This design comes from an exercise in tuning for small area, a short achievable clock period and few clock cycles on the open sky130 flow, not from production work.
The RTL was checked by simulation tests, not by an equivalence proof against the original design.

build 5:
==> flow/design.v <==
module alu_top(
    input wire clk,
    input wire reset,
    input wire [7:0] operand_a,
    input wire [7:0] operand_b,
    input wire [1:0] operation,
    input wire start,
    output reg [15:0] result,
    output wire ready,
    output reg overflow,
    output reg zero
);
    wire [7:0] a = operand_a;
    wire [7:0] b = operand_b;
    wire is_mul_in = operation[1] & ~operation[0];
    function [9:0] brow(input [7:0] m, input one, input two, input neg, input ext);
        reg [9:0] m1, m2;
        begin
            m1 = {{2{ext & m[7]}}, m};
            m2 = {ext & m[7], m, 1'b0};
            brow = (({10{one}} & m1) | ({10{two}} & m2)) ^ {10{neg}};
        end
    endfunction
    function [2:0] benc(input [2:0] x);
        benc = {x[1] ^ x[0], (x[2] & ~x[1] & ~x[0]) | (~x[2] & x[1] & x[0]), x[2]};
    endfunction
    reg busy;           
    reg is_div;         
    reg [1:0] cnt;      
    reg flag;           
    reg [7:0] M;        
    reg [16:0] W;       
    wire [2:0] e0 = benc({a[1:0], 1'b0});
    wire u1_one = is_mul_in ? e0[2] : 1'b1;
    wire u1_two = is_mul_in & e0[1];
    wire u1_neg = is_mul_in ? e0[0] : operation[0];
    wire [9:0] A1 = is_mul_in ? 10'd0 : {2'b00, a};
    wire [9:0] B1 = brow(b, u1_one, u1_two, u1_neg, is_mul_in);
    wire [10:0] S1 = {1'b0, A1} + {1'b0, B1} + {10'd0, u1_neg};
    wire [7:0] s = S1[7:0];
    wire as_ov = (a[7] == (b[7] ^ operation[0])) && (s[7] != a[7]);
    wire lt = S1[9];                                 
    wire [2:0] e1 = benc(a[3:1]);
    wire [9:0] A2 = {{2{S1[9]}}, S1[9:2]};
    wire [9:0] B2 = brow(b, e1[2], e1[1], e1[0], 1'b1);
    wire [10:0] S2 = {1'b0, A2} + {1'b0, B2} + {10'd0, e1[0]};
    wire [11:0] p01 = {S2[9:0], S1[1:0]};            
    wire lt2 = {1'b0, a} < {b, 1'b0};                
    wire bz = (b == 8'd0);
    reg [3:0] t;
    always @(*) begin
        case ({a[7:6], b[1:0]})
            4'b0000: t = 4'b1100;
            4'b0001: t = 4'b0000;
            4'b0010: t = 4'b0000;
            4'b0011: t = 4'b0000;
            4'b0100: t = 4'b1101;
            4'b0101: t = 4'b0100;
            4'b0110: t = 4'b0001;
            4'b0111: t = 4'b0001;
            4'b1000: t = 4'b1110;
            4'b1001: t = 4'b1000;
            4'b1010: t = 4'b0100;
            4'b1011: t = 4'b0010;
            4'b1100: t = 4'b1111;
            4'b1101: t = 4'b1100;
            4'b1110: t = 4'b0101;
            4'b1111: t = 4'b0100;
            default: t = 4'b0000;
        endcase
    end
    wire bh = |b[7:2];
    wire q7 = ~bh & t[3];
    wire q6 = ~bh & t[2];
    wire [1:0] r2 = bh ? a[7:6] : t[1:0];
    wire [7:0] R = W[15:8];
    wire [7:0] QL = W[7:0];
    wire [11:0] P = W[11:0];
    wire [4:0] ah = W[16:12];                        
    wire [2:0] e2 = benc(ah[2:0]);
    wire [2:0] e3 = benc(ah[4:2]);
    wire d1_one = is_div | e2[2];
    wire d1_two = ~is_div & e2[1];
    wire d1_neg = is_div | e2[0];
    wire [9:0] DA1 = is_div ? {1'b0, R, QL[7]} : {{2{P[11]}}, P[11:4]};
    wire [9:0] DB1 = brow(M, d1_one, d1_two, d1_neg, ~is_div);
    wire [10:0] T1 = {1'b0, DA1} + {1'b0, DB1} + {10'd0, d1_neg};
    wire qa = ~T1[9];
    wire [7:0] Ra = qa ? T1[7:0] : {R[6:0], QL[7]};
    wire d2_one = is_div | e3[2];
    wire d2_two = ~is_div & e3[1];
    wire d2_neg = is_div | e3[0];
    wire [9:0] DA2 = is_div ? {1'b0, Ra, QL[6]} : {{2{T1[9]}}, T1[9:2]};
    wire [9:0] DB2 = brow(M, d2_one, d2_two, d2_neg, ~is_div);
    wire [10:0] T2 = {1'b0, DA2} + {1'b0, DB2} + {10'd0, d2_neg};
    wire qb = ~T2[9];
    wire [7:0] Rb = qb ? T2[7:0] : {Ra[6:0], QL[6]};
    wire [15:0] div_res = {Rb, QL[5:0], qa, qb};
    wire [15:0] mul_res = {T2[9:0], T1[1:0], P[3:0]};
    wire fast = ~operation[1] | (operation[0] & lt2);
    wire last = busy & (~is_div | cnt[1]);
    assign ready = (start & fast) | last;
    always @(posedge clk or posedge reset) begin
        if (reset) busy <= 1'b0;
        else busy <= busy ? ~last : (start & ~fast);
    end
    always @(posedge clk) begin
        if (!busy) begin
            M <= b;
            is_div <= operation[0];
            cnt <= 2'd0;
            flag <= bz | (~operation[0] & (a == 8'd0));
            W <= operation[0] ? {1'b0, 6'b0, r2, a[5:0], q7, q6} : {a[7:3], p01};
        end else begin
            cnt <= cnt + 2'd1;
            W <= {1'b0, div_res};
        end
    end
    always @(*) begin
        if (busy) begin
            if (is_div) begin
                result = div_res;
                overflow = flag;
                zero = 1'b0;
            end else begin
                result = mul_res;
                overflow = 1'b0;
                zero = flag;
            end
        end else if (operation[1]) begin
            result = lt ? {a, 8'h00} : {s, 8'h01};
            overflow = 1'b0;
            zero = lt;
        end else begin
            result = {{8{s[7]}}, s};
            overflow = as_ov;
            zero = (s == 8'd0);
        end
    end
endmodule
clock: 7.0 ns
lec_check: 0
abc_area: 1
cap_margin: 20
core_margin: 2
core_utilization: 55
cts_buf_list: sky130_fd_sc_hd__clkbuf_8
setup_slack_margin: 0.2
slew_margin: 20
standard.sh (not shown) runs the stock make flow with config.mk's settings and CLKGATE_MAP_FILE= SYNTH_SCRIPT=/design/flow/synth_recipe.tcl, a recipe that flattens the netlist after the stock synthesis.
==> flow/flow/run.sh <==
#!/bin/bash
# Standard layout, with the port buffers made of sky130_fd_sc_hd__buf_2 cells
# (buffer_ports otherwise picks the slow clkdlybuf4s50_1). Every port is still buffered.
set -euo pipefail
export BUFFER_PORTS_ARGS="-buffer_cell sky130_fd_sc_hd__buf_2"
bash standard.sh > standard.log 2>&1
Build 5 finished every step from synthesis to the final layout, and the layout passed the timing, DRC and antenna checks.
Testbench counts of build 5, summed over its fixed seeds: cycles 4,589.
--- input diff build 5..build 52 ---
# build 5
export LEC_CHECK = 0
export ABC_AREA = 1
export CAP_MARGIN = 20
export CORE_MARGIN = 2
export CORE_UTILIZATION = 55
export CTS_BUF_LIST = sky130_fd_sc_hd__clkbuf_8
export SETUP_SLACK_MARGIN = 0.2
export SLEW_MARGIN = 20
create_clock -name core_clock -period 7.0 [get_ports {clk}]
# build 52
export LEC_CHECK = 0
export ABC_AREA = 1
export CAP_MARGIN = 20
export CORE_MARGIN = 2
export CORE_UTILIZATION = 40
export CTS_BUF_LIST = sky130_fd_sc_hd__clkbuf_8
export SETUP_SLACK_MARGIN = 0.7
export SLEW_MARGIN = 20
create_clock -name core_clock -period 7.0 [get_ports {clk}]
==> run summary <==
Delta (build 52 minus build 5): transition time at the pin with the least slew margin shows an increase of 50 ps, die area +36%, critical path depth decreased 1. In build 52 the final instance count without filler cells turned out 73 higher than in build 5. The clock input transition at the sequential cells of the worst setup and hold paths of build 5 and that of build 52 are within noise of each other. Build 52 falls short of build 5 in total detailed-routing wirelength. Diff build 52..build 5 | detail-routed net length per standard cell | negligible.
Input changes introduced in build 74 (baseline for comparison: build 52):
# build 52
export LEC_CHECK = 0
export ABC_AREA = 1
export CAP_MARGIN = 20
export CORE_MARGIN = 2
export CORE_UTILIZATION = 40
export CTS_BUF_LIST = sky130_fd_sc_hd__clkbuf_8
export SETUP_SLACK_MARGIN = 0.7
export SLEW_MARGIN = 20
create_clock -name core_clock -period 7.0 [get_ports {clk}]
# build 74
export LEC_CHECK = 0
export ABC_AREA = 1
export CAP_MARGIN = 20
export CORE_MARGIN = 2
export CORE_UTILIZATION = 70
export CTS_BUF_LIST = sky130_fd_sc_hd__clkbuf_8
export SETUP_SLACK_MARGIN = 0.2
export SLEW_MARGIN = 20
create_clock -name core_clock -period 7.0 [get_ports {clk}]
- Build 74 was carried through to the last stage, and its layout satisfied the timing, DRC and antenna checks.
- Compared with build 52, build 74 shows a fraction of area in registers that is 2.0 points higher.
- Summary of build 74 over build 52: final cell utilization of the core higher; count of clock-net buffers in the final layout +1; post-route standard cell area excluding fillers lost 860 sq um; via count lost 127.
- Re number of global-route vias before repair: build 52 was lower than build 74.
- [build 74] number of nets in the final layout fell about 5% relative to build 52
The following lists how build 16 was set up differently from build 74:
# build 74
export LEC_CHECK = 0
export ABC_AREA = 1
export CAP_MARGIN = 20
export CORE_MARGIN = 2
export CORE_UTILIZATION = 70
export CTS_BUF_LIST = sky130_fd_sc_hd__clkbuf_8
export SETUP_SLACK_MARGIN = 0.2
export SLEW_MARGIN = 20
create_clock -name core_clock -period 7.0 [get_ports {clk}]
# build 16
export LEC_CHECK = 0
export ABC_AREA = 1
export CAP_MARGIN = 20
export CORE_MARGIN = 2
export CORE_UTILIZATION = 40
export CTS_BUF_LIST = sky130_fd_sc_hd__clkbuf_8
export SETUP_SLACK_MARGIN = 0.2
export SLEW_MARGIN = 20
create_clock -name core_clock -period 7.0 [get_ports {clk}]
--- outcome ---
Between build 74 and build 16, the flow reports fill cell total of the finished layout increasing by more than 100%.
Build 74 reports its cell with the biggest individual delay on the critical path as fa_1 while build 16 reports edfxtp_1.
Taking build 74 as the reference, in build 16 sequential share of layout area decreased 0.29 points; overall track demand over capacity in global routing decreased 15 points.
Summary of build 16 over build 74: max-slew violation count comparable, final design area excluding fillers now larger, non-clock buffer contribution to total cell area now larger.

[what the ideal ports hide]
The results above use ideal ports. As a check the final layouts listed here were re-extracted and re-timed, cells and wires unchanged. Step 1, drivers: a clkbuf_16 drives clk and a buf_2 each remaining input, both assumed. Step 2 moves the port delays by t, midway between the first and last clock arrival at a register: inputs arrive t later, outputs are due t later. That takes back most of the time a late clock gives input paths. a / b / c = no drivers / after step 1 / after step 2; a / b = the first two.
run | shift t [ns] | slack for setup (ns) | worst register clock-pin slew, ns
build 5 | 0.311 | 0.432 / 0.403 / 0.714 | 0.07 / 0.07
build 52 | 0.309 | 0.730 / 0.697 / 1.006 | 0.07 / 0.07
build 74 | 0.305 | 0.680 / 0.653 / 0.843 | 0.06 / 0.06
build 16 | 0.306 | 0.650 / 0.617 / 0.764 | 0.07 / 0.07
After both steps setup and hold are still met in every run listed.
